Background: an optimization exercise with open tools, aiming at small area. Do not read the settings as production practice. Function was checked by simulation only, so behaviour that the tests miss may differ from the original.

==> violet <==
## butterfly_unit
module butterfly_unit #(
    parameter Q_IN    = 15,
    parameter Q_DATA = 15,
    parameter Q_OUT   = 15
)(
    input  wire clk,
    input  wire reset,
    input  wire valid_in,
    input  wire signed [Q_IN:0]    a_real, a_imag,
    input  wire signed [Q_IN:0]    b_real, b_imag,
    input  wire signed [Q_DATA:0] W_real, W_imag,
    output reg valid_out,
    output reg signed [Q_OUT:0]   y0_real, y0_imag,
    output reg signed [Q_OUT:0]   y1_real, y1_imag
);
export LEC_CHECK = 0
export CAP_MARGIN = 20
export CORE_MARGIN = 2
export CORE_UTILIZATION = 40
export CTS_BUF_LIST = sky130_fd_sc_hd__clkbuf_8
export CTS_CLUSTER_DIAMETER = 150
export CTS_CLUSTER_SIZE = 50
export PLACE_DENSITY = 0.6
export SLEW_MARGIN = 20
export SYNTH_HIERARCHICAL = 1
create_clock -name core_clock -period 20.0 [get_ports {clk}]
standard.sh (not shown) runs the stock make flow with config.mk's settings and CLKGATE_MAP_FILE= SYNTH_SCRIPT=/design/flow/synth_recipe.tcl, a recipe that flattens the netlist after the stock synthesis.
==> flow/flow/run.sh <==
#!/bin/bash
set -o pipefail
export BUFFER_PORTS_ARGS="-buffer_cell sky130_fd_sc_hd__buf_1"
export GPL_KEEP_OVERFLOW=0
bash standard.sh > standard.log 2>&1
==> inputs of zinc, as changes to violet <==
--- a/flow/flow/run.sh
+++ b/flow/flow/run.sh
@@ -4,2 +4,3 @@
 export GPL_KEEP_OVERFLOW=0
+export SETUP_MOVE_SEQUENCE="unbuffer,sizeup,swap"
 bash standard.sh > standard.log 2>&1
- CTS_CLUSTER_DIAMETER: 150 -> not set
- CTS_CLUSTER_SIZE: 50 -> not set
==> inputs of pepper, as changes to violet <==
- CTS_CLUSTER_DIAMETER: 150 -> not set
- CTS_CLUSTER_SIZE: 50 -> not set
==> summary.txt <==
- Outcome: timing/DRC/antenna clean
- Root Buffer: clkbuf_8
- Setup tns final: 0 ns
- CTS H-tree lvls: 3
The numbers above come from zinc.

==> summary.txt <==
- Setup tns final: 0 ns
- Root Buffer: clkbuf_8
- Outcome: timing/DRC/antenna clean
The numbers above come from pepper.

==> summary.txt <==
- Post-Route WL: 64.70 mm
- Startpoint types: input pin
- M1 wire length: 27.84 mm
- CTS H-tree lvls: 3
- Root Buffer: clkbuf_8
- Biggest area consumer among synthesized cells: fa_1
- Outcome: timing/DRC/antenna clean
The numbers above come from violet.


* * *

==> build 75 <==
butterfly_unit, a different RTL version from the one above (not shown whole).
clock: 20.0 ns
lec_check: 0
cap_margin: 20
core_margin: 2
core_utilization: 40
place_density: 0.6
slew_margin: 20
synth_hierarchical: 1
run.sh (not shown) runs the stock make flow with config.mk's settings and CLKGATE_MAP_FILE= SYNTH_SCRIPT=/design/flow/synth_recipe.tcl, a recipe that flattens the netlist after the stock synthesis.
Stock flow here: none of the scripts above is used.
==> inputs of trial 64, as changes to build 75 <==
==> flow/flow/run.sh (new file) <==
#!/bin/bash
set -o pipefail
cp standard.sh standard_sh.txt
export BUFFER_PORTS_ARGS="-buffer_cell sky130_fd_sc_hd__buf_1"
bash standard.sh > standard.log 2>&1
==> flow/standard.sh (new file) <==
#!/bin/bash
# synth_recipe.tcl (not shown) runs the flow's synth.tcl, then flattens the netlist and writes it again
# the make line also repeats each setting of config.mk as NAME=value (left out here)
make -C /OpenROAD-flow-scripts/flow DESIGN_CONFIG=/design/flow/config.mk WORK_HOME=/design/flow/orfs CLKGATE_MAP_FILE= SYNTH_SCRIPT=/design/flow/synth_recipe.tcl "${@:-finish}"
removed: flow/run.sh
==> qor summary <==
|  | trial 64 | build 75 |
|---|---|---|
| Status | complete, no violations | complete, no violations |
| Met3 routed wirelength | 2220 µm | 3304 µm |
| Period utilisation layout | 95.72% | 97.12% |
| Worst hold slack | 0.5047 ns | 0.5076 ns |
| Critical Path RT | 20.24 ns | 20.23 ns |
| DP Wirelength | 56760 µm | 59330 µm |
| Post-layout utilization of the core | 43.90% | 45.74% |
| Area growth, synth to finish | 8.982% | 13.55% |
| Min-Delay Startpoint | y1_real[14] | y0_imag[8] |
| Peak Freq | 0.05224 GHz | 0.05148 GHz |
| # nets final | 2836 | 2837 |

-- port drivers added, routing unchanged --
The results above use ideal ports. As a check the final layouts listed here were re-extracted and re-timed, cells and wires unchanged. Step 1 (the two cells are an assumption about what drives the block):
set clk [get_ports {clk}]
set_driving_cell -lib_cell sky130_fd_sc_hd__clkbuf_16 $clk
set_driving_cell -lib_cell sky130_fd_sc_hd__buf_2 [delete_from_list [all_inputs] $clk]
Step 2 also shifts input and output timing later by t, the mid clock arrival at the registers, as if the neighbouring blocks saw the same clock. Three values: ideal ports, drivers, drivers and shift; two values: the first two.
run	t, ns	setup WS [ns]	worst setup path after step 2	clock arrival spread, ns	pins driven straight from the clock port
violet	0.420	0.549 / 0.545 / 0.125	input to register	0.020 / 0.020	1
zinc	0.420	0.549 / 0.545 / 0.125	input to register	0.020 / 0.020	1
pepper	0.420	0.549 / 0.545 / 0.125	input to register	0.020 / 0.020	1
build 75	0.378	0.576 / 0.587 / 0.209	input to register	0.007 / 0.007	1
trial 64	0.376	0.856 / 0.871 / 0.495	input to register	0.018 / 0.018	1
After both steps setup and hold are still met in every run listed.
